This design comes from an exercise in tuning for small area, a short achievable clock period and few clock cycles per item on the open sky130 flow, not from production work. No run shown here included a check of the RTL's function; only the layout flow was run.

`design/flow/run.sh`:
```
#!/bin/bash
# synth_recipe.tcl (not shown) runs the flow's synth.tcl, then flattens the netlist and writes it again
# the make line also repeats each setting of config.mk as NAME=value (left out here)
make -C /OpenROAD-flow-scripts/flow DESIGN_CONFIG=/design/flow/config.mk WORK_HOME=/design/flow/orfs CLKGATE_MAP_FILE= SYNTH_SCRIPT=/design/flow/synth_recipe.tcl finish
```
`design/flow/config.mk`:
```
export PLATFORM = sky130hd
export DESIGN_NAME = expression_solver
export DESIGN_NICKNAME = expression_solver
export VERILOG_FILES = /design/flow/design.v
export SDC_FILE = /design/flow/constraint.sdc
export NUM_CORES = 4
export LEC_CHECK = 0
export CAP_MARGIN = 20
export CORE_MARGIN = 2
export CORE_UTILIZATION = 40
export SLEW_MARGIN = 20
export SYNTH_HIERARCHICAL = 1
export SYNTH_MINIMUM_KEEP_SIZE = 0
```
`design/flow/constraint.sdc`:
```
create_clock -name core_clock -period 11.0 [get_ports {clk}]
set_input_delay 2.2000 -clock core_clock [delete_from_list [all_inputs] [get_ports {clk}]]
set_output_delay 2.2000 -clock core_clock [all_outputs]
set_load 0.01 [all_outputs]
```
`design/flow/design.v`:
```
module alu (
    input [15:0] m,
    input [7:0] x,
    input [15:0] k,
    output [15:0] y,
    output z
);
    wire pp_0_0 = x[0] & m[0];
    wire pp_0_1 = x[0] & m[1];
    wire pp_0_2 = x[0] & m[2];
    wire pp_0_3 = x[0] & m[3];
    wire pp_0_4 = x[0] & m[4];
    wire pp_0_5 = x[0] & m[5];
    wire pp_0_6 = x[0] & m[6];
    wire pp_0_7 = x[0] & m[7];
    wire pp_0_8 = x[0] & m[8];
    wire pp_0_9 = x[0] & m[9];
    wire pp_0_10 = x[0] & m[10];
    wire pp_0_11 = x[0] & m[11];
    wire pp_0_12 = x[0] & m[12];
    wire pp_0_13 = x[0] & m[13];
    wire pp_0_14 = x[0] & m[14];
    wire pp_0_15 = x[0] & m[15];
    wire pp_1_0 = x[1] & m[0];
    wire pp_1_1 = x[1] & m[1];
    wire pp_1_2 = x[1] & m[2];
    wire pp_1_3 = x[1] & m[3];
    wire pp_1_4 = x[1] & m[4];
    wire pp_1_5 = x[1] & m[5];
    wire pp_1_6 = x[1] & m[6];
    wire pp_1_7 = x[1] & m[7];
    wire pp_1_8 = x[1] & m[8];
    wire pp_1_9 = x[1] & m[9];
    wire pp_1_10 = x[1] & m[10];
    wire pp_1_11 = x[1] & m[11];
    wire pp_1_12 = x[1] & m[12];
    wire pp_1_13 = x[1] & m[13];
    wire pp_1_14 = x[1] & m[14];
    wire pp_2_0 = x[2] & m[0];
    wire pp_2_1 = x[2] & m[1];
    wire pp_2_2 = x[2] & m[2];
    wire pp_2_3 = x[2] & m[3];
    wire pp_2_4 = x[2] & m[4];
    wire pp_2_5 = x[2] & m[5];
    wire pp_2_6 = x[2] & m[6];
    wire pp_2_7 = x[2] & m[7];
    wire pp_2_8 = x[2] & m[8];
    wire pp_2_9 = x[2] & m[9];
    wire pp_2_10 = x[2] & m[10];
    wire pp_2_11 = x[2] & m[11];
    wire pp_2_12 = x[2] & m[12];
    wire pp_2_13 = x[2] & m[13];
    wire pp_3_0 = x[3] & m[0];
    wire pp_3_1 = x[3] & m[1];
    wire pp_3_2 = x[3] & m[2];
    wire pp_3_3 = x[3] & m[3];
    wire pp_3_4 = x[3] & m[4];
    wire pp_3_5 = x[3] & m[5];
    wire pp_3_6 = x[3] & m[6];
    wire pp_3_7 = x[3] & m[7];
    wire pp_3_8 = x[3] & m[8];
    wire pp_3_9 = x[3] & m[9];
    wire pp_3_10 = x[3] & m[10];
    wire pp_3_11 = x[3] & m[11];
    wire pp_3_12 = x[3] & m[12];
    wire pp_4_0 = x[4] & m[0];
    wire pp_4_1 = x[4] & m[1];
    wire pp_4_2 = x[4] & m[2];
    wire pp_4_3 = x[4] & m[3];
    wire pp_4_4 = x[4] & m[4];
    wire pp_4_5 = x[4] & m[5];
    wire pp_4_6 = x[4] & m[6];
    wire pp_4_7 = x[4] & m[7];
    wire pp_4_8 = x[4] & m[8];
    wire pp_4_9 = x[4] & m[9];
    wire pp_4_10 = x[4] & m[10];
    wire pp_4_11 = x[4] & m[11];
    wire pp_5_0 = x[5] & m[0];
    wire pp_5_1 = x[5] & m[1];
    wire pp_5_2 = x[5] & m[2];
    wire pp_5_3 = x[5] & m[3];
    wire pp_5_4 = x[5] & m[4];
    wire pp_5_5 = x[5] & m[5];
    wire pp_5_6 = x[5] & m[6];
    wire pp_5_7 = x[5] & m[7];
    wire pp_5_8 = x[5] & m[8];
    wire pp_5_9 = x[5] & m[9];
    wire pp_5_10 = x[5] & m[10];
    wire pp_6_0 = x[6] & m[0];
    wire pp_6_1 = x[6] & m[1];
    wire pp_6_2 = x[6] & m[2];
    wire pp_6_3 = x[6] & m[3];
    wire pp_6_4 = x[6] & m[4];
    wire pp_6_5 = x[6] & m[5];
    wire pp_6_6 = x[6] & m[6];
    wire pp_6_7 = x[6] & m[7];
    wire pp_6_8 = x[6] & m[8];
    wire pp_6_9 = x[6] & m[9];
    wire pp_7_0 = x[7] & m[0];
    wire pp_7_1 = x[7] & m[1];
    wire pp_7_2 = x[7] & m[2];
    wire pp_7_3 = x[7] & m[3];
    wire pp_7_4 = x[7] & m[4];
    wire pp_7_5 = x[7] & m[5];
    wire pp_7_6 = x[7] & m[6];
    wire pp_7_7 = x[7] & m[7];
    wire pp_7_8 = x[7] & m[8];
    wire s1, c2;
    ha ha_s1 (pp_0_5, pp_1_4, s1, c2);
    wire s3, c4;
    fa fa_s3 (pp_0_6, pp_1_5, pp_2_4, s3, c4);
    wire s5, c6;
    ha ha_s5 (pp_3_3, pp_4_2, s5, c6);
    wire s7, c8;
    fa fa_s7 (pp_0_7, pp_1_6, pp_2_5, s7, c8);
    wire s9, c10;
    fa fa_s9 (pp_3_4, pp_4_3, pp_5_2, s9, c10);
    wire s11, c12;
    ha ha_s11 (pp_6_1, pp_7_0, s11, c12);
    wire s13, c14;
    fa fa_s13 (pp_0_8, pp_1_7, pp_2_6, s13, c14);
    wire s15, c16;
    fa fa_s15 (pp_3_5, pp_4_4, pp_5_3, s15, c16);
    wire s17, c18;
    fa fa_s17 (pp_6_2, pp_7_1, k[8], s17, c18);
    wire s19, c20;
    fa fa_s19 (pp_0_9, pp_1_8, pp_2_7, s19, c20);
    wire s21, c22;
    fa fa_s21 (pp_3_6, pp_4_5, pp_5_4, s21, c22);
    wire s23, c24;
    fa fa_s23 (pp_6_3, pp_7_2, k[9], s23, c24);
    wire s25, c26;
    fa fa_s25 (pp_0_10, pp_1_9, pp_2_8, s25, c26);
    wire s27, c28;
    fa fa_s27 (pp_3_7, pp_4_6, pp_5_5, s27, c28);
    wire s29, c30;
    fa fa_s29 (pp_6_4, pp_7_3, k[10], s29, c30);
    wire s31, c32;
    fa fa_s31 (pp_0_11, pp_1_10, pp_2_9, s31, c32);
    wire s33, c34;
    fa fa_s33 (pp_3_8, pp_4_7, pp_5_6, s33, c34);
    wire s35, c36;
    fa fa_s35 (pp_6_5, pp_7_4, k[11], s35, c36);
    wire s37, c38;
    fa fa_s37 (pp_0_12, pp_1_11, pp_2_10, s37, c38);
    wire s39, c40;
    fa fa_s39 (pp_3_9, pp_4_8, pp_5_7, s39, c40);
    wire s41, c42;
    fa fa_s41 (pp_6_6, pp_7_5, k[12], s41, c42);
    wire s43, c44;
    fa fa_s43 (pp_0_13, pp_1_12, pp_2_11, s43, c44);
    wire s45, c46;
    fa fa_s45 (pp_3_10, pp_4_9, pp_5_8, s45, c46);
    wire s47, c48;
    fa fa_s47 (pp_6_7, pp_7_6, k[13], s47, c48);
    wire s49, c50;
    fa fa_s49 (pp_0_14, pp_1_13, pp_2_12, s49, c50);
    wire s51, c52;
    fa fa_s51 (pp_3_11, pp_4_10, pp_5_9, s51, c52);
    wire s53, c54;
    fa fa_s53 (pp_6_8, pp_7_7, k[14], s53, c54);
    wire s55, c56;
    fa fa_s55 (pp_0_15, pp_1_14, pp_2_13, s55, c56);
    wire s57, c58;
    fa fa_s57 (pp_3_12, pp_4_11, pp_5_10, s57, c58);
    wire s59, c60;
    fa fa_s59 (pp_6_9, pp_7_8, k[15], s59, c60);
    wire s61, c62;
    ha ha_s61 (pp_0_3, pp_1_2, s61, c62);
    wire s63, c64;
    fa fa_s63 (pp_0_4, pp_1_3, pp_2_2, s63, c64);
    wire s65, c66;
    ha ha_s65 (pp_3_1, pp_4_0, s65, c66);
    wire s67, c68;
    fa fa_s67 (pp_2_3, pp_3_2, pp_4_1, s67, c68);
    wire s69, c70;
    fa fa_s69 (pp_5_0, k[5], s1, s69, c70);
    wire s71, c72;
    fa fa_s71 (pp_5_1, pp_6_0, k[6], s71, c72);
    wire s73, c74;
    fa fa_s73 (s3, s5, c2, s73, c74);
    wire s75, c76;
    fa fa_s75 (k[7], s7, s9, s75, c76);
    wire s77, c78;
    fa fa_s77 (s11, c4, c6, s77, c78);
    wire s79, c80;
    fa fa_s79 (s13, s15, s17, s79, c80);
    wire s81, c82;
    fa fa_s81 (c8, c10, c12, s81, c82);
    wire s83, c84;
    fa fa_s83 (s19, s21, s23, s83, c84);
    wire s85, c86;
    fa fa_s85 (c14, c16, c18, s85, c86);
    wire s87, c88;
    fa fa_s87 (s25, s27, s29, s87, c88);
    wire s89, c90;
    fa fa_s89 (c20, c22, c24, s89, c90);
    wire s91, c92;
    fa fa_s91 (s31, s33, s35, s91, c92);
    wire s93, c94;
    fa fa_s93 (c26, c28, c30, s93, c94);
    wire s95, c96;
    fa fa_s95 (s37, s39, s41, s95, c96);
    wire s97, c98;
    fa fa_s97 (c32, c34, c36, s97, c98);
    wire s99, c100;
    fa fa_s99 (s43, s45, s47, s99, c100);
    wire s101, c102;
    fa fa_s101 (c38, c40, c42, s101, c102);
    wire s103, c104;
    fa fa_s103 (s49, s51, s53, s103, c104);
    wire s105, c106;
    fa fa_s105 (c44, c46, c48, s105, c106);
    wire s107, c108;
    fa fa_s107 (s55, s57, s59, s107, c108);
    wire s109, c110;
    fa fa_s109 (c50, c52, c54, s109, c110);
    wire s111, c112;
    ha ha_s111 (pp_0_2, pp_1_1, s111, c112);
    wire s113, c114;
    fa fa_s113 (pp_2_1, pp_3_0, k[3], s113, c114);
    wire s115, c116;
    fa fa_s115 (k[4], s63, s65, s115, c116);
    wire s117, c118;
    fa fa_s117 (s67, s69, c64, s117, c118);
    wire s119, c120;
    fa fa_s119 (s71, s73, c68, s119, c120);
    wire s121, c122;
    fa fa_s121 (s75, s77, c72, s121, c122);
    wire s123, c124;
    fa fa_s123 (s79, s81, c76, s123, c124);
    wire s125, c126;
    fa fa_s125 (s83, s85, c80, s125, c126);
    wire s127, c128;
    fa fa_s127 (s87, s89, c84, s127, c128);
    wire s129, c130;
    fa fa_s129 (s91, s93, c88, s129, c130);
    wire s131, c132;
    fa fa_s131 (s95, s97, c92, s131, c132);
    wire s133, c134;
    fa fa_s133 (s99, s101, c96, s133, c134);
    wire s135, c136;
    fa fa_s135 (s103, s105, c100, s135, c136);
    wire s137, c138;
    fa fa_s137 (s107, s109, c104, s137, c138);
    wire s139, c140;
    ha ha_s139 (pp_0_1, pp_1_0, s139, c140);
    wire s141, c142;
    fa fa_s141 (pp_2_0, k[2], s111, s141, c142);
    wire s143, c144;
    fa fa_s143 (s61, s113, c112, s143, c144);
    wire s145, c146;
    fa fa_s145 (c62, s115, c114, s145, c146);
    wire s147, c148;
    fa fa_s147 (c66, s117, c116, s147, c148);
    wire s149, c150;
    fa fa_s149 (c70, s119, c118, s149, c150);
    wire s151, c152;
    fa fa_s151 (c74, s121, c120, s151, c152);
    wire s153, c154;
    fa fa_s153 (c78, s123, c122, s153, c154);
    wire s155, c156;
    fa fa_s155 (c82, s125, c124, s155, c156);
    wire s157, c158;
    fa fa_s157 (c86, s127, c126, s157, c158);
    wire s159, c160;
    fa fa_s159 (c90, s129, c128, s159, c160);
    wire s161, c162;
    fa fa_s161 (c94, s131, c130, s161, c162);
    wire s163, c164;
    fa fa_s163 (c98, s133, c132, s163, c164);
    wire s165, c166;
    fa fa_s165 (c102, s135, c134, s165, c166);
    wire s167, c168;
    fa fa_s167 (c106, s137, c136, s167, c168);
    wire [15:0] r0 = {s167, s165, s163, s161, s159, s157, s155, s153, s151, s149, s147, s145, s143, s141, k[1], pp_0_0};
    wire [15:0] r1 = {c166, c164, c162, c160, c158, c156, c154, c152, c150, c148, c146, c144, c142, c140, s139, k[0]};
    assign y = r0 + r1;
    wire [15:0] p = r0 ^ r1;
    wire [15:0] o = r0 | r1;
    assign z = ~|(p ^ {o[14:0], 1'b0});
endmodule
module fa (input a, input b, input c, output s, output co);
    assign s = a ^ b ^ c;
    assign co = (a & b) | (a & c) | (b & c);
endmodule
module ha (input a, input b, output s, output co);
    assign s = a ^ b;
    assign co = a & b;
endmodule
module expression_solver
(
    input clk,
    input rst,
    input start,
    input [7:0] X,
    input [15:0] A,
    input [15:0] B,
    input [15:0] C,
    output [15:0] result,
    output zero,
    output overflow,
    output completed
);
    reg busy;        
    reg done;        
    reg [15:0] T;
    reg Z;           
    wire [15:0] mac_out;
    wire mac_zero;
    always @(posedge clk or posedge rst)
    begin
        if (rst) begin
            busy <= 1'b0;
            done <= 1'b0;
        end else begin
            if (start) busy <= 1'b1;
            done <= busy;
        end
    end
    alu alu_0 (busy ? T : A, X, busy ? C : B, mac_out, mac_zero);
    assign result = done ? T : mac_out;
    assign zero = done ? Z : mac_zero;
    always @(posedge clk)
    begin
        T <= result;
        Z <= zero;
    end
    assign completed = busy;
    assign overflow = 1'b0;
endmodule
```
==> flow_metrics.py, run 1 <==
metrics = {
    "sta": {
        "rsz0062_at_grt": "no",
        "finalCritPeriodShare_pct": 89.8,
        "finClkSkew_ns": 0.00173,
        "hold_viol_final": 0,
        "finalSetupViolCount": 0,
        "setup_ws_ns": 1.13,
        "max_slew.worst_pin.slew_ns": 0.906,
        "period_needed_ns": 9.87,
        "setup_tns_ns": 0,
        "slew_viol_final": 0,
        "max-slew-margin-rel_pct": 39.6,
        "fmax_ghz": 0.101,
        "hold-worst-slack_ns": 0.422,
    },
    "worst_setup_path": {
        "crit_type": "primary input to output port",
        "slowest_stage": "clkdlybuf4s50_1",
        "critPathArrivalTime_ns": 7.67,
        "cp-startpoint": "X[0]",
        "crit_fanout": 16,
        "critPathCaptureType": "output port",
        "start_kind": "primary input",
        "critPathRequiredTime_ns": 8.80,
        "reg2reg_from": "busy",
        "max_stage_delay_ns": 0.75,
        "crit_chain": "clkdlybuf4s50_1, and2_1, ha_1, fa_1, fa_1, fa_1, inv_1, ha_1, and3_1, a221oi_2, o31ai_2, a311o_1, a21oi_2, xnor2_1, mux2_2, clkdlybuf4s50_1",
        "worst_path_most_repeated_cell": "fa_1",
    },
    "placement": {
        "dp.cells": 624,
        "dpl.hpwl_um": 8750,
        "pre_cts_ws_ns": 1.15,
        "place_congestion": 0.941,
        "io_buffers": 76,
    },
    "floorplanning": {
        "start_util_pct": 40.7,
        "die_w_um": 112,
        "core_mm2": 0.0114,
        "die_area_mm2": 0.0125,
        "die_h_um": 112,
        "io_pins": 78,
        "std_cell_rows": 39,
    },
    "routing": {
        "drcViolationCount": 0,
        "wl_um": 10800,
        "wl_per_cell_um": 17.1,
        "final_antenna_net_count": 0,
        "drt_pass1_iterations": 4,
        "vias_per_cell": 4.97,
        "num_vias": 3122,
        "drt_iter0_drc": 123,
    },
    "synthesis": {
        "synth_area_per_cell_um2": 11.1,
        "syn_area_mm2": 0.00463,
        "synth_xor_area_share_pct": 5.67,
        "synth.distinct_cells": 41,
        "synth_edf_count": 0,
        "syn_inst": 419,
        "synth_compound_area_share_pct": 5.40,
        "yosysSeqAreaShare_pct": 8.43,
        "synth_seq_cells": 19,
        "async_flop_share_pct": 10.5,
        "synth_flop_cell": "dfxtp_1",
        "yosys-mux-area-fraction_pct": 15.1,
        "synth_fa_ha_area_share_pct": 43.7,
        "yosysWarningCount": 7,
        "synthSimpleGateAreaFrac_pct": 15.9,
        "synth_nets": 593,
        "synth_top_family_by_area": "adder cells",
    },
    "cts": {
        "clk_latency_ns": 0.25,
        "cts_sinks": 19,
        "cts_hold_buf": 0,
        "cts_tree": "built",
        "ctsResizeCount": 0,
        "clk_pin_slew_ns": 0.05,
        "post_cts_buffers": 0,
        "cts_made_buffers": 3,
        "clockBufferDepth": 2,
        "ctsHtreeMaxLevel": 1,
        "clockRootBuffer": "clkbuf_16",
    },
    "cells_and_area": {
        "register_area_um2": 392,
        "post-route-util_pct": 48.6,
        "nets": 660,
        "layout_commonest_cell": "and2_1",
        "mostFrequentLayoutCells": "101 x and2_1, 78 x fa_1, 76 x clkdlybuf4s50_1",
        "multi_input_area_mm2": 0.00397,
        "fin_cells": 628,
        "area_growth_pct": 19.2,
        "fillers": 1064,
        "final_layout_size_suffix_gt1_share_pct": 13.0,
        "num_antenna_cells": 0,
    },
    "global_routing": {
        "antenna_found_initial": 0,
        "grt_usage_pct": 18.3,
        "grt_max_degree": 33,
        "grt_pass1_wl_um": 18400,
        "grt_pass1_vias": 3586,
        "overflow": 0,
    },
    "run_status": {
        "outcome": "finished clean",
    },
    "worst_hold_path": {
        "hold_path.startpoint": "busy",
        "hp-class": "flip-flop to flip-flop",
    },
    "run": {
        "timing.max_cap.violations": 0,
    },
}
state kept, by name, summed over array words and instances, names as in the netlist:
name	cells
busy	1
T	16
Z	1
done	1
cell usage after synthesis, types with 2 or more instances:
cell type	number	area (µm²)
clkbuf_1	8	30.0
nor2b_1	2	12.5
xnor2_1	20	175
mux2_4	39	586
a211o_2	2	20.0
buf_6	2	22.5
nor2_1	3	11.3
nand3_1	2	10.0
fa_1	78	1560
nand4_1	2	12.5
buf_12	4	80.1
inv_1	34	128
ha_1	37	463
a21oi_1	13	65.1
mux2_2	10	113
dfrtp_1	2	50.1
xor2_1	10	87.6
and2_1	101	632
o21ai_0	4	20.0
nand2_1	5	18.8
nor4_1	2	12.5
a21o_1	4	30.0
dfxtp_1	17	340
Yosys stat by module, one instance, submodules excluded:
module             flip-flops and latches  cell area (µm²)  cells
alu                                     0             1790    257
expression_solver                      19             1210     78
fa                                      0             20.0      1
ha                                      0             12.5      1
critical path: cells and delay by family:
kind,cells,cell delay [ns]
XOR/XNOR,1,0.16
adder cells (fa/ha/maj),5,2.19
AO/OA/AOI/OAI,4,1.03
multiplexers,1,0.20
buffers and inverters,3,1.34
AND/OR/NAND/NOR,2,0.55
logic make-up after synthesis:
group,Yosys count
DFF,19
xor gates and xnor gates,30
and+or+nand+nor,121
buffers and inverters,49
muxes,49
adders and majority gates,115
other,1
AOI/OAI and AO/OA,35
final timing paths:
check | to | slack [ns] | cells past startpoint
min | done | 0.42 | 0
min reg2reg | done | 0.42 | 0
max reg2reg | T[14] | 5.49 | 16
min in group asynchronous | done | 2.09 | 2
max | result[14] | 1.13 | 16
max in group asynchronous | busy | 8.79 | 2
cell type report:
cell class	instances	share of cell area, %
well taps	143	3.24
clock inverters	1	0.0907
inverters	34	2.31
multi-input cells	351	72.0
flip-flops and latches	19	7.09
clock buffers	3	1.36
repair buffers	77	13.9
through the flow:
stage	area, µm²
after global routing	5520
after global placement	5440
after floorplan	4630
after CTS	5520
after detailed placement	5440
final	5520
layer usage:
| metal | up-vias | global-route usage, % | share of wire [%] |
|---|---|---|---|
| met2 | 73 | 30.7 | 47 |
| met4 | 0 | 2.22 | 0.96 |
| met3 | 10 | 2.18 | 3.8 |
| met5 | - | 0 | 0 |
| met1 | 1570 | 26.4 | 49 |
| li1 | 1469 | - | - |
==> inputs of run 2 (changes only) <==
--- a/design/flow/config.mk
+++ b/design/flow/config.mk
@@ -10,4 +10,2 @@
 export CORE_UTILIZATION = 40
 export SLEW_MARGIN = 20
-export SYNTH_HIERARCHICAL = 1
-export SYNTH_MINIMUM_KEEP_SIZE = 0
==> run 2 against run 1 <==
Net effect:
- register-to-register slack got worse by 0.17 ns
- first-iteration DRC count shrank 2.4%
- still clean
- flip-flop and latch count unchanged
==> flow_metrics.py, run 2 <==
metrics = {
    "routing": {
        "drcViolationCount": 0,
        "drt_iter0_drc": 120,
        "final_antenna_net_count": 0,
        "vias_per_cell": 4.94,
        "wl_per_cell_um": 16.0,
        "drt_pass1_iterations": 4,
        "wl_um": 11200,
        "num_vias": 3458,
    },
    "synthesis": {
        "yosysSeqAreaShare_pct": 8.73,
        "synth_top_area_cell": "fa_1",
        "yosysMostFrequentCell": "inv_1",
        "synth.distinct_cells": 43,
        "synthTopCellsByCount": "88 x inv_1, 71 x fa_1, 61 x nand2_1, 37 x ha_1, 35 x and2_1",
        "syn_inst": 497,
        "yosysWarningCount": 1,
        "synth_area_per_cell_um2": 9.00,
        "synthTopCellsByArea": "fa_1 32%, ha_1 10%, dfxtp_1 7.6%",
        "yosysTopAreaCellShare_pct": 31.8,
        "async_flop_share_pct": 10.5,
        "syn_area_mm2": 0.00447,
        "synth_flop_cell": "dfxtp_1",
        "synth_edf_count": 0,
        "synth_seq_cells": 19,
        "synth_nets": 664,
    },
    "worst_setup_path": {
        "critPathCaptureType": "output port",
        "critPathArrivalTime_ns": 7.83,
        "start_kind": "primary input",
        "ff2ff_setup_slack_ns": 5.32,
        "rr_endpoint": "T[13]",
        "reg2reg_from": "busy",
        "crit_type": "primary input to output port",
        "critPathRequiredTime_ns": 8.80,
        "crit_fanout": 16,
        "cp-startpoint": "X[0]",
        "crit_end": "result[13]",
        "reg2reg_depth": 15,
    },
    "sta": {
        "setup_tns_ns": 0,
        "max-slew-margin-rel_pct": 37.4,
        "fmax_ghz": 0.0997,
        "finalCritPeriodShare_pct": 91.2,
        "max_slew.worst_pin.slew_ns": 0.939,
        "finalSetupViolCount": 0,
        "rsz0062_at_grt": "no",
        "setup_ws_ns": 0.971,
        "slew_viol_final": 0,
        "period_needed_ns": 10.03,
        "hold_viol_final": 0,
        "finClkSkew_ns": 0.00453,
    },
    "cells_and_area": {
        "fillers": 1060,
        "nets": 728,
        "final_layout_size_suffix_gt1_share_pct": 6.43,
        "layout_commonest_cell": "inv_1",
        "num_antenna_cells": 0,
        "regMostFlops": "T",
        "mostFrequentLayoutCells": "88 x inv_1, 76 x clkdlybuf4s50_1, 71 x fa_1",
        "largest_reg_flops": 16,
        "area_growth_pct": 20.3,
    },
    "run_status": {
        "outcome": "finished clean",
    },
    "cts": {
        "ctsResizeCount": 0,
        "clockBufferDepth": 2,
        "cts_made_buffers": 3,
        "cts_hold_buf": 0,
        "cts_tree": "built",
        "clockRootBuffer": "clkbuf_8",
        "clk_latency_ns": 0.26,
        "post_cts_buffers": 0,
        "clk_pin_slew_ns": 0.07,
        "ctsHtreeMaxLevel": 1,
        "cts_sinks": 19,
    },
    "floorplanning": {
        "die_h_um": 110,
        "core_mm2": 0.0109,
        "io_pins": 78,
        "die_w_um": 110,
        "start_util_pct": 41.1,
        "std_cell_rows": 38,
        "die_area_mm2": 0.0120,
    },
    "run": {
        "timing.max_cap.violations": 0,
    },
    "placement": {
        "place_congestion": 0.908,
        "pre_cts_ws_ns": 1.01,
        "io_buffers": 76,
        "dpl.hpwl_um": 9300,
    },
    "global_routing": {
        "antenna_found_initial": 0,
        "grt_pass1_vias": 3714,
        "grt_usage_pct": 19.9,
        "grt_max_degree": 37,
        "overflow": 0,
        "grt_pass1_wl_um": 18400,
    },
    "worst_hold_path": {
        "hp-class": "flip-flop to flip-flop",
    },
}
[run 2: cell types whose count changed after synthesis, sizes merged, moves of 6 or more]
cell | before | now
nand2 | 5 | 63
inv | 34 | 88
clkbuf | 8 | 15
mux2 | 49 | 22
xnor2 | 20 | 29
nand2b | 0 | 6
o21ai | 4 | 19
and2 | 101 | 35
nor2b | 2 | 15
mux2i | 0 | 12
fa | 78 | 71
[run 2: metal layers]
metal	global-route usage, %	vias to the layer above	part of all wire, %	wire length [µm]
met2	37.1	73	52	5820
met4	1.81	0	0.67	75
met1	26.3	1731	44	4950
li1	-	1646	-	-
met3	0.889	8	3.2	357
met5	0	-	0	0
[run 2: worst max-delay path, stage by stage]
cell and delay, ns:
clkdlybuf4s50_1 0.90, nand2_1 0.17, fa_1 0.57, inv_1 0.06
fa_1 0.58, fa_1 0.45, fa_1 0.50, ha_1 0.26
nor3_1 0.25, o211ai_1 0.18, a41oi_1 0.38, nor2_1 0.11
a31o_2 0.27, xnor2_1 0.14, o21ai_0 0.23, clkdlybuf4s50_1 0.59
[run 2: cell families after synthesis]
kind of cell    synth area share [%]
other cells                   0.0839
xor+xnor                        9.09
simple gates                    15.5
buf+inv                         9.43
fa+ha+maj                       42.1
mux                             8.65
flops                           8.73
compound gates                  6.35
[run 2: how the worst min path moves through the flow]
| stage | end | cells after the start | start |
|---|---|---|---|
| final | Z | 2 | Z |
| after global routing | T[15] | 2 | T[15] |
| after CTS | Z | 2 | Z |
| after detailed placement | Z | 2 | Z |
| after global placement | Z | 2 | Z |
| after floorplan | done | 0 | busy |
[run 2: metrics by stage]
step	instance area (µm²)	std cells	util [%]	hold WS, ns
after floorplan	4470	497	-	0.454
after global placement	5330	696	49.0	0.441
after detailed placement	5330	696	49.0	0.466
after CTS	5380	700	49.4	0.482
after global routing	5380	700	49.4	0.518
final	5380	700	49.4	0.477
[run 2: layout make-up]
class                           instances  area [µm²]  share of cell area (%)
Multi-Input combinational cell        371        3660                    68.1
Inverter                               88         330                    6.14
Timing Repair Buffer                   78         776                    14.4
Clock buffer                            4        45.0                   0.838
Sequential cell                        19         392                    7.28
Tap cell                              140         175                    3.26
==> inputs of run 3 (changes only) <==
--- a/design/flow/config.mk
+++ b/design/flow/config.mk
@@ -9,3 +9,4 @@
 export CORE_MARGIN = 2
 export CORE_UTILIZATION = 40
+export SETUP_SLACK_MARGIN = 1
 export SLEW_MARGIN = 20
==> run 3 against run 2 <==
Net effect:
- still clean
- flip-flop and latch count unchanged
- setup slack better by 0.26 ns
- first-iteration DRC count up 3.3%
- final cell count unchanged
- die area unchanged
- synthesized cell count unchanged
- area after synthesis unchanged
- register-to-register slack better by 0.06 ns
- critical path type unchanged
- highest routed layer unchanged
==> flow_metrics.py, run 3 <==
metrics = {
    "run_status": {
        "outcome": "finished clean",
    },
    "sta": {
        "fmax_ghz": 0.102,
        "period_needed_ns": 9.77,
        "max_slew.worst_pin.slew_ns": 0.942,
        "setup_tns_ns": 0,
        "rsz0062_at_grt": "yes",
        "finalCritPeriodShare_pct": 88.8,
        "slew_viol_final": 0,
        "max-slew-margin-rel_pct": 37.2,
        "finClkSkew_ns": 0.00407,
        "hold_viol_final": 0,
        "finalSetupViolCount": 0,
    },
    "routing": {
        "drt_iter0_drc": 124,
        "final_antenna_net_count": 0,
        "wl_um": 11200,
        "num_vias": 3445,
        "wl_per_cell_um": 16.0,
        "drcViolationCount": 0,
        "vias_per_cell": 4.92,
        "drt_pass1_iterations": 4,
    },
    "cells_and_area": {
        "final_layout_size_suffix_gt1_share_pct": 6.61,
        "num_antenna_cells": 0,
        "post-route-util_pct": 49.5,
        "largest_reg_flops": 16,
        "layout_commonest_cell": "inv_1",
        "nets": 728,
        "area_growth_pct": 20.5,
        "regMostFlops": "T",
        "mostFrequentLayoutCells": "88 x inv_1, 72 x clkdlybuf4s50_1, 71 x fa_1",
        "final_area_mm2": 0.00539,
        "fillers": 1057,
    },
    "floorplanning": {
        "io_pins": 78,
        "die_h_um": 110,
        "die_w_um": 110,
        "core_mm2": 0.0109,
        "std_cell_rows": 38,
        "die_area_mm2": 0.0120,
        "start_util_pct": 41.1,
    },
    "synthesis": {
        "synth_edf_count": 0,
        "synthTopCellsByCount": "88 x inv_1, 71 x fa_1, 61 x nand2_1, 37 x ha_1, 35 x and2_1",
        "synth.distinct_cells": 43,
        "yosysSeqAreaShare_pct": 8.73,
        "yosysMostFrequentCell": "inv_1",
        "syn_inst": 497,
        "synthTopCellsByArea": "fa_1 32%, ha_1 10%, dfxtp_1 7.6%",
        "async_flop_share_pct": 10.5,
        "yosysTopAreaCellShare_pct": 31.8,
        "synth_top_area_cell": "fa_1",
        "syn_area_mm2": 0.00447,
        "synth_flop_cell": "dfxtp_1",
        "synth_seq_cells": 19,
        "synth_area_per_cell_um2": 9.00,
        "yosysWarningCount": 1,
        "synth_nets": 664,
    },
    "placement": {
        "dpl.hpwl_um": 9300,
        "place_area_mm2": 0.00533,
        "place_congestion": 0.908,
        "io_buffers": 76,
    },
    "cts": {
        "ctsHtreeMaxLevel": 1,
        "clk_latency_ns": 0.26,
        "clockBufferDepth": 2,
        "cts_sinks": 19,
        "cts_tree": "built",
        "clockRootBuffer": "clkbuf_8",
        "cts_made_buffers": 3,
        "cts_hold_buf": 0,
        "clk_pin_slew_ns": 0.07,
    },
    "worst_setup_path": {
        "crit_fanout": 14,
        "critPathCaptureType": "output port",
        "ff2ff_setup_slack_ns": 5.38,
        "start_kind": "primary input",
        "crit_type": "primary input to output port",
        "critPathArrivalTime_ns": 7.57,
        "critPathRequiredTime_ns": 8.80,
    },
    "global_routing": {
        "overflow": 0,
        "grt_pass1_vias": 3714,
        "grt_pass1_wl_um": 18400,
        "grt_usage_pct": 19.9,
        "antenna_found_initial": 0,
        "grt_max_degree": 37,
    },
    "run": {
        "timing.max_cap.violations": 0,
    },
    "worst_hold_path": {
        "hp-class": "flip-flop to flip-flop",
    },
}
## run 3: cell types whose count changed in the layout (fill, tap and decap cells not counted), sizes merged
cell and delta:
clkdlybuf4s50 -4, dlymetal6s2s +2, dlygate4sd2 +2
## run 3: kinds of logic after synthesis
group / share of synthesized area (%)
other cells: 0.0839
xor+xnor: 9.09
simple gates: 15.5
flops: 8.73
fa+ha+maj: 42.1
mux: 8.65
buf+inv: 9.43
compound gates: 6.35
## run 3: worst paths after layout
| check | end | startpoint | cells past startpoint |
|---|---|---|---|
| min in group asynchronous | busy | rst | 2 |
| worst max-delay path | result[13] | X[2] | 16 |
| max in group asynchronous | busy | rst | 2 |
| worst min register to register | Z | Z | 2 |
| worst min-delay path | Z | Z | 2 |
| worst max register to register | T[14] | busy | 16 |
## run 3: cell type report
cell class / count / area (µm²) / share of cell area (%)
inverter: 88 / 330 / 6.13
multi-input combinational: 371 / 3670 / 68.1
sequential: 19 / 392 / 7.27
clock buffer: 4 / 45.0 / 0.836
tap: 140 / 175 / 3.25
timing repair buffer: 78 / 778 / 14.4
## run 3: metal layers
metal | global-route usage (%) | vias to the layer above | part of all wire, %
met5 | 0 | - | 0
met4 | 1.81 | 0 | 0.53
met3 | 0.889 | 6 | 2.1
met2 | 37.1 | 52 | 53
met1 | 26.3 | 1738 | 45
li1 | - | 1649 | -
## run 3: metrics by stage
step | instances | hold slack [ns] | worst slack [ns]
detailed placement | 696 | 0.466 | 1.01
floorplan | 497 | 0.454 | 2.46
finish | 700 | 0.479 | 1.23
CTS | 700 | 0.482 | 1.14
global placement | 696 | 0.441 | 1.14
global route | 700 | 0.518 | 0.993
## run 3: what timing repair did
item	CTS	global route
setup buffers	0	0
gates resized for setup	2	3
endpoints found under the setup margin	1	2
## run 3: worst max-delay path, stage by stage
cell and delay, ns:
clkdlybuf4s50_1 0.85, nand2_1 0.14, fa_1 0.51, inv_1 0.06, fa_1 0.58, fa_1 0.45
fa_1 0.50, ha_1 0.26, nor3_1 0.25, o211ai_1 0.20, a41oi_2 0.28, nor2_1 0.09
a31o_2 0.26, xnor2_1 0.14, o21ai_0 0.23, clkdlybuf4s50_1 0.59
==> inputs of run 4 (changes only) <==
--- a/design/flow/config.mk
+++ b/design/flow/config.mk
@@ -9,4 +9,4 @@
 export CORE_MARGIN = 2
 export CORE_UTILIZATION = 40
-export SETUP_SLACK_MARGIN = 1
+export SETUP_SLACK_MARGIN = 2
 export SLEW_MARGIN = 20
==> run 4 against run 3 <==
Net effect:
- critical endpoint unchanged
- clock-buffer cell count unchanged
- still clean
- sequential share of layout area decreased by 0.62 points
- largest cell class unchanged
- synthesized cell count unchanged
==> flow_metrics.py, run 4 <==
metrics = {
    "cts": {
        "clockBufferDepth": 2,
        "cts_made_buffers": 3,
        "cts_sinks": 19,
        "clk_latency_ns": 0.25,
        "cts_tree": "built",
        "clk_pin_slew_ns": 0.07,
        "ctsHtreeMaxLevel": 1,
        "clockRootBuffer": "clkbuf_8",
    },
    "worst_setup_path": {
        "slowest_stage": "fa_2",
        "start_kind": "primary input",
        "crit_chain": "clkdlybuf4s50_1, mux2_4, and2_1, fa_1, fa_1, fa_1, fa_2, ha_4, a21oi_4, nand2_1, a41oi_2, nor2_1, a31o_2, xnor2_2, o21ai_1, clkbuf_2",
        "ff2ff_setup_slack_ns": 5.67,
        "critPathCaptureType": "output port",
        "critPathArrivalTime_ns": 6.72,
        "cp-startpoint": "A[7]",
        "max_stage_delay_ns": 0.60,
        "rr_endpoint": "T[15]",
        "crit_fanout": 5,
        "worst_path_most_repeated_cell": "fa_1",
        "reg2reg_from": "busy",
        "critPathRequiredTime_ns": 8.80,
        "crit_type": "primary input to output port",
        "reg2reg_depth": 17,
    },
    "floorplanning": {
        "io_pins": 78,
        "die_h_um": 110,
        "std_cell_rows": 38,
        "core_mm2": 0.0109,
        "die_w_um": 110,
        "die_area_mm2": 0.0120,
        "start_util_pct": 41.1,
    },
    "global_routing": {
        "antenna_found_initial": 0,
        "grt_pass1_vias": 3839,
        "overflow": 0,
        "grt_pass1_wl_um": 19000,
        "grt_max_degree": 37,
        "grt_usage_pct": 20.5,
    },
    "synthesis": {
        "async_flop_share_pct": 10.5,
        "synth_area_per_cell_um2": 9.00,
        "synth.distinct_cells": 43,
        "yosysSeqAreaShare_pct": 8.73,
        "synth_edf_count": 0,
        "synthTopCellsByCount": "88 x inv_1, 71 x fa_1, 61 x nand2_1, 37 x ha_1, 35 x and2_1",
        "yosysMostFrequentCell": "inv_1",
        "synth_flop_cell": "dfxtp_1",
        "synth_nets": 664,
        "yosysWarningCount": 1,
        "synth_seq_cells": 19,
        "syn_inst": 497,
        "synthTopCellsByArea": "fa_1 32%, ha_1 10%, dfxtp_1 7.6%",
        "yosysTopAreaCellShare_pct": 31.8,
        "synth_top_area_cell": "fa_1",
        "syn_area_mm2": 0.00447,
    },
    "sta": {
        "finalCritPeriodShare_pct": 81.1,
        "finClkSkew_ns": 0.00378,
        "max-slew-margin-rel_pct": 33.4,
        "hold-worst-slack_ns": 0.484,
        "setup_tns_ns": 0,
        "rsz0062_at_grt": "no",
        "finalSetupViolCount": 0,
        "slew_viol_final": 0,
        "hold_viol_final": 0,
        "max_slew.worst_pin.slew_ns": 0.999,
        "period_needed_ns": 8.92,
        "fmax_ghz": 0.112,
    },
    "routing": {
        "route.met3.wl_um": 483,
        "drt_pass1_iterations": 4,
        "wl_per_cell_um": 16.6,
        "final_antenna_net_count": 0,
        "wl_um": 12100,
        "drcViolationCount": 0,
        "drt_iter0_drc": 98,
        "wl_met1_um": 5120,
        "routed.top_layer": "met4",
        "num_vias": 3635,
        "vias_per_cell": 4.99,
        "wl_met2_um": 6410,
    },
    "cells_and_area": {
        "final_layout_size_suffix_gt1_share_pct": 21.1,
        "final_area_mm2": 0.00589,
        "nets": 756,
        "area_growth_pct": 31.8,
        "layout_commonest_cell": "inv_1",
        "num_antenna_cells": 0,
        "mostFrequentLayoutCells": "85 x inv_1, 60 x fa_1, 56 x nand2_1",
        "register_area_um2": 392,
        "largest_reg_flops": 16,
        "multi_input_area_mm2": 0.00397,
        "regMostFlops": "T",
        "fillers": 1014,
    },
    "placement": {
        "place_area_mm2": 0.00533,
        "place_congestion": 0.908,
        "dpl.hpwl_um": 9300,
        "io_buffers": 76,
    },
    "worst_hold_path": {
        "whs_endpoint": "T[11]",
        "hold_path.startpoint": "T[11]",
        "whs_path_depth": 2,
        "hp-class": "flip-flop to flip-flop",
    },
    "run": {
        "timing.max_cap.violations": 0,
    },
    "run_status": {
        "outcome": "finished clean",
    },
}
[run 4: worst max-delay path, delay by kind of cell]
kind	cells	cell delay [ns]
buf+inv	2	0.60
fa+ha+maj	5	2.28
mux	1	0.32
compound gates	4	0.79
xor+xnor	1	0.14
simple gates	3	0.38
[run 4: cell type report]
| type | count | share of cell area [%] |
|---|---|---|
| well taps | 140 | 2.97 |
| flip-flops and latches | 19 | 6.65 |
| multi-input cells | 371 | 67.4 |
| clock buffers | 4 | 0.764 |
| repair buffers | 106 | 16.6 |
| inverters | 88 | 5.61 |
[run 4: stage by stage]
| step | util, % | instances | setup WS (ns) |
|---|---|---|---|
| 6_report | 54.1 | 728 | 2.08 |
| 3_5_place_dp | 49.0 | 696 | 1.01 |
| 3_3_place_gp | 49.0 | 696 | 1.14 |
| 2_1_floorplan | - | 497 | 2.46 |
| 4_1_cts | 51.3 | 710 | 1.92 |
| 5_1_grt | 54.1 | 728 | 1.94 |
[run 4: logic make-up after synthesis]
kind of cell / share of synthesized area [%]
AOI/OAI and AO/OA: 6.35
xor gates and xnor gates: 9.09
adders and majority gates: 42.1
buffers and inverters: 9.43
DFF: 8.73
muxes: 8.65
other: 0.0839
and+or+nand+nor: 15.5
[run 4: worst max path at each step]
stage	to	slack, ns	cells past startpoint
after global routing	result[15]	1.94	17
after detailed placement	result[13]	1.01	16
after global placement	result[13]	1.14	16
after CTS	result[13]	1.92	17
final	result[13]	2.08	16
after floorplan	result[13]	2.46	15
[run 4: repair_timing]
action | 4_1_cts | 5_1_grt
gates resized for setup | 61 | 55
pin swaps | 16 | 53
endpoints found under the setup margin | 11 | 10
hold buffers | 0 | 0
setup buffers | 10 | 18
[run 4: metal layers]
layer,GRT usage [%],vias up
met4,3.07,0
met1,26.6,1838
met2,38.0,81
met3,1.60,8
met5,0,-
li1,-,1708
==> inputs of run 5 (changes only) <==
==> design/flow/flow/run.sh (new file) <==
#!/bin/bash
# The standard layout, with the port buffers made from the smallest buffer
# (buf_1) instead of the delay buffer buffer_ports picks by default; the
# resizer still upsizes them where timing, slew or load ask for it.
set -euo pipefail
export BUFFER_PORTS_ARGS="-buffer_cell sky130_fd_sc_hd__buf_1"
bash standard.sh > standard_finish.log 2>&1
==> design/flow/standard.sh (new file) <==
#!/bin/bash
# synth_recipe.tcl (not shown) runs the flow's synth.tcl, then flattens the netlist and writes it again
# the make line also repeats each setting of config.mk as NAME=value (left out here)
make -C /OpenROAD-flow-scripts/flow DESIGN_CONFIG=/design/flow/config.mk WORK_HOME=/design/flow/orfs CLKGATE_MAP_FILE= SYNTH_SCRIPT=/design/flow/synth_recipe.tcl "${@:-finish}"
--- a/design/flow/config.mk
+++ b/design/flow/config.mk
@@ -9,4 +9,3 @@
 export CORE_MARGIN = 2
 export CORE_UTILIZATION = 40
-export SETUP_SLACK_MARGIN = 2
 export SLEW_MARGIN = 20
removed: design/flow/run.sh
==> run 5 against run 4 <==
Net effect:
- critical path type unchanged
- hold slack got worse by 0.0086 ns
- highest routed layer unchanged
- maximum frequency fell by 4.3%
- largest cell class unchanged
- non-clock buffer count fell by 28
- register-to-register slack got worse by 0.55 ns
- area after synthesis did not move
==> flow_metrics.py, run 5 <==
metrics = {
    "synthesis": {
        "synth_seq_cells": 19,
        "synth_flop_cell": "dfxtp_1",
        "syn_area_mm2": 0.00447,
        "synthTopCellsByCount": "88 x inv_1, 71 x fa_1, 61 x nand2_1, 37 x ha_1, 35 x and2_1",
        "synth_area_per_cell_um2": 9.00,
        "synth.distinct_cells": 43,
        "synth_compound_area_share_pct": 6.35,
        "synth_top_area_cell": "fa_1",
        "synthSimpleGateAreaFrac_pct": 15.5,
        "synth_nets": 664,
        "synthTopCellsByArea": "fa_1 32%, ha_1 10%, dfxtp_1 7.6%",
        "yosysTopAreaCellShare_pct": 31.8,
        "yosysWarningCount": 1,
        "syn_inst": 497,
        "yosysSeqAreaShare_pct": 8.73,
        "yosysMostFrequentCell": "inv_1",
        "synth_edf_count": 0,
        "synth_top_family_by_area": "adder cells",
        "yosys-mux-area-fraction_pct": 8.65,
        "synth_xor_area_share_pct": 9.09,
        "synth_fa_ha_area_share_pct": 42.1,
        "async_flop_share_pct": 10.5,
    },
    "sta": {
        "hold_viol_final": 0,
        "hold-worst-slack_ns": 0.476,
        "finalSetupViolCount": 0,
        "setup_tns_ns": 0,
        "rsz0062_at_grt": "no",
        "period_needed_ns": 9.32,
        "max-slew-margin-rel_pct": 39.9,
        "finClkSkew_ns": 0.00554,
        "setup_ws_ns": 1.68,
        "max_slew.worst_pin.slew_ns": 0.876,
        "finalCritPeriodShare_pct": 84.7,
        "fmax_ghz": 0.107,
        "slew_viol_final": 0,
    },
    "global_routing": {
        "grt_pass1_vias": 3621,
        "overflow": 0,
        "antenna_found_initial": 0,
        "grt_usage_pct": 19.3,
        "grt_max_degree": 32,
        "grt_pass1_wl_um": 17800,
    },
    "run": {
        "timing.max_cap.violations": 0,
    },
    "worst_setup_path": {
        "crit_chain": "buf_1, nand2_1, fa_1, inv_1, fa_1, fa_1, fa_1, ha_1, nor3_1, o211ai_1, a41oi_1, nor2_1, a31o_2, xnor2_1, o21ai_0, buf_1",
        "reg2reg_depth": 15,
        "crit_fanout": 16,
        "critPathArrivalTime_ns": 7.12,
        "critPathCaptureType": "output port",
        "slowest_stage": "buf_1",
        "start_kind": "primary input",
        "worst_path_most_repeated_cell": "fa_1",
        "max_stage_delay_ns": 0.61,
        "critPathRequiredTime_ns": 8.80,
        "crit_type": "primary input to output port",
    },
    "cts": {
        "post_cts_buffers": 0,
        "ctsHtreeMaxLevel": 1,
        "clk_pin_slew_ns": 0.08,
        "clockRootBuffer": "clkbuf_8",
        "cts_hold_buf": 0,
        "clk_latency_ns": 0.26,
        "clockBufferDepth": 2,
        "cts_made_buffers": 3,
        "cts_tree": "built",
        "ctsResizeCount": 0,
        "cts_sinks": 19,
    },
    "placement": {
        "io_buffers": 76,
        "pre_cts_ws_ns": 1.74,
        "place_congestion": 0.952,
        "dpl.hpwl_um": 9110,
        "place_area_mm2": 0.00486,
        "dp.cells": 696,
    },
    "floorplanning": {
        "die_h_um": 110,
        "core_mm2": 0.0109,
        "start_util_pct": 41.1,
        "die_w_um": 110,
        "std_cell_rows": 38,
        "die_area_mm2": 0.0120,
        "io_pins": 78,
    },
    "routing": {
        "vias_per_cell": 4.94,
        "num_vias": 3457,
        "drt_iter0_drc": 137,
        "final_antenna_net_count": 0,
        "drcViolationCount": 0,
        "drt_pass1_iterations": 4,
        "wl_um": 10800,
        "wl_per_cell_um": 15.5,
    },
    "cells_and_area": {
        "post-route-util_pct": 45.0,
        "nets": 728,
        "layout_commonest_cell": "inv_1",
        "num_antenna_cells": 0,
        "mostFrequentLayoutCells": "88 x inv_1, 76 x buf_1, 71 x fa_1",
        "final_area_mm2": 0.00490,
        "regMostFlops": "T",
        "fin_cells": 700,
        "area_growth_pct": 9.65,
        "final_layout_size_suffix_gt1_share_pct": 6.61,
        "largest_reg_flops": 16,
    },
    "run_status": {
        "outcome": "finished clean",
    },
    "worst_hold_path": {
        "whs_path_depth": 2,
        "hp-class": "flip-flop to flip-flop",
    },
}
==> run 5: changes by cell type in the layout (fill, tap and decap cells not counted), moves of 10 or more <==
cell             previous run  this run
buf_4                      29         2
buf_1                       0        76
clkdlybuf4s50_1            55         0
ha_1                       27        37
ha_4                       10         0
fa_1                       60        71
fa_2                       11         0
==> run 5: logic make-up (layout without fill, tap and decap cells) <==
kind of cell | Yosys count | after routing
AND/OR/NAND/NOR | 139 | 139
adder cells (fa/ha/maj) | 108 | 108
buffers and inverters | 107 | 170
AO/OA/AOI/OAI | 46 | 46
XOR/XNOR | 43 | 43
multiplexers | 34 | 34
flip-flops | 19 | 19
other | 1 | 1
==> run 5: worst paths after layout <==
| path | startpoint | to | slack, ns |
|---|---|---|---|
| setup / recovery | X[0] | result[13] | 1.68 |
| hold / removal | Z | Z | 0.48 |
| setup reg to reg | busy | T[13] | 5.12 |
| hold reg to reg | Z | Z | 0.48 |
| max in group asynchronous | rst | busy | 9.13 |
| min in group asynchronous | rst | busy | 1.75 |
==> run 5: per-layer routing <==
metal	vias to the layer above	track usage [%]	routed length (µm)
met1	1715	25.5	4770
met3	12	1.19	411
met5	-	0	0
li1	1646	-	-
met4	0	3.44	145
met2	84	35.1	5510
==> run 5: worst max-delay path, delay by kind of cell <==
kind | cells | cell delay [ns]
XOR/XNOR | 1 | 0.13
adder cells (fa/ha/maj) | 5 | 2.32
buffers and inverters | 3 | 0.85
AO/OA/AOI/OAI | 4 | 1.05
AND/OR/NAND/NOR | 3 | 0.57
==> run 5: layout make-up <==
| type | count | area, µm² |
|---|---|---|
| Clock inverter | 1 | 5.00 |
| Fill cell | 1092 | 5980 |
| Multi-Input combinational cell | 371 | 3660 |
| Inverter | 88 | 330 |
| Sequential cell | 19 | 392 |
| Clock buffer | 3 | 41.3 |
| Tap cell | 140 | 175 |
| Timing Repair Buffer | 78 | 300 |

==> static timing again, ports no longer ideal <==
In the flow no input, the clock included, has a driving cell. The finished layouts below were timed again as built, in two steps. Step 1 (the two cells are an assumption about what drives the block):
set clk [get_ports {clk}]
set_driving_cell -lib_cell sky130_fd_sc_hd__clkbuf_16 $clk
set_driving_cell -lib_cell sky130_fd_sc_hd__buf_2 [delete_from_list [all_inputs] $clk]
Step 2 times the ports against the registers' clock, not the clock port: input delays grow and output delays shrink by t, the midpoint of the rising clock arrivals with the driver on. a / b / c = ideal ports / drivers / drivers and shift; a / b = the first two.
| run | t (ns) | setup WS [ns] | hold WS [ns] |
|---|---|---|---|
| run 1 | 0.277 | 1.125 / 1.102 / 1.102 | 0.422 / 0.422 / 0.422 |
| run 2 | 0.276 | 0.971 / 0.947 / 0.947 | 0.477 / 0.477 / 0.477 |
| run 3 | 0.275 | 1.232 / 1.204 / 1.204 | 0.479 / 0.479 / 0.479 |
| run 4 | 0.275 | 2.084 / 2.059 / 2.059 | 0.484 / 0.484 / 0.484 |
| run 5 | 0.281 | 1.679 / 1.654 / 1.654 | 0.476 / 0.476 / 0.476 |
After both steps every run listed still meets setup and hold. The setup slack of run 3, which loses most, moves by -0.028 ns with the drivers and by -0.028 ns with both steps.
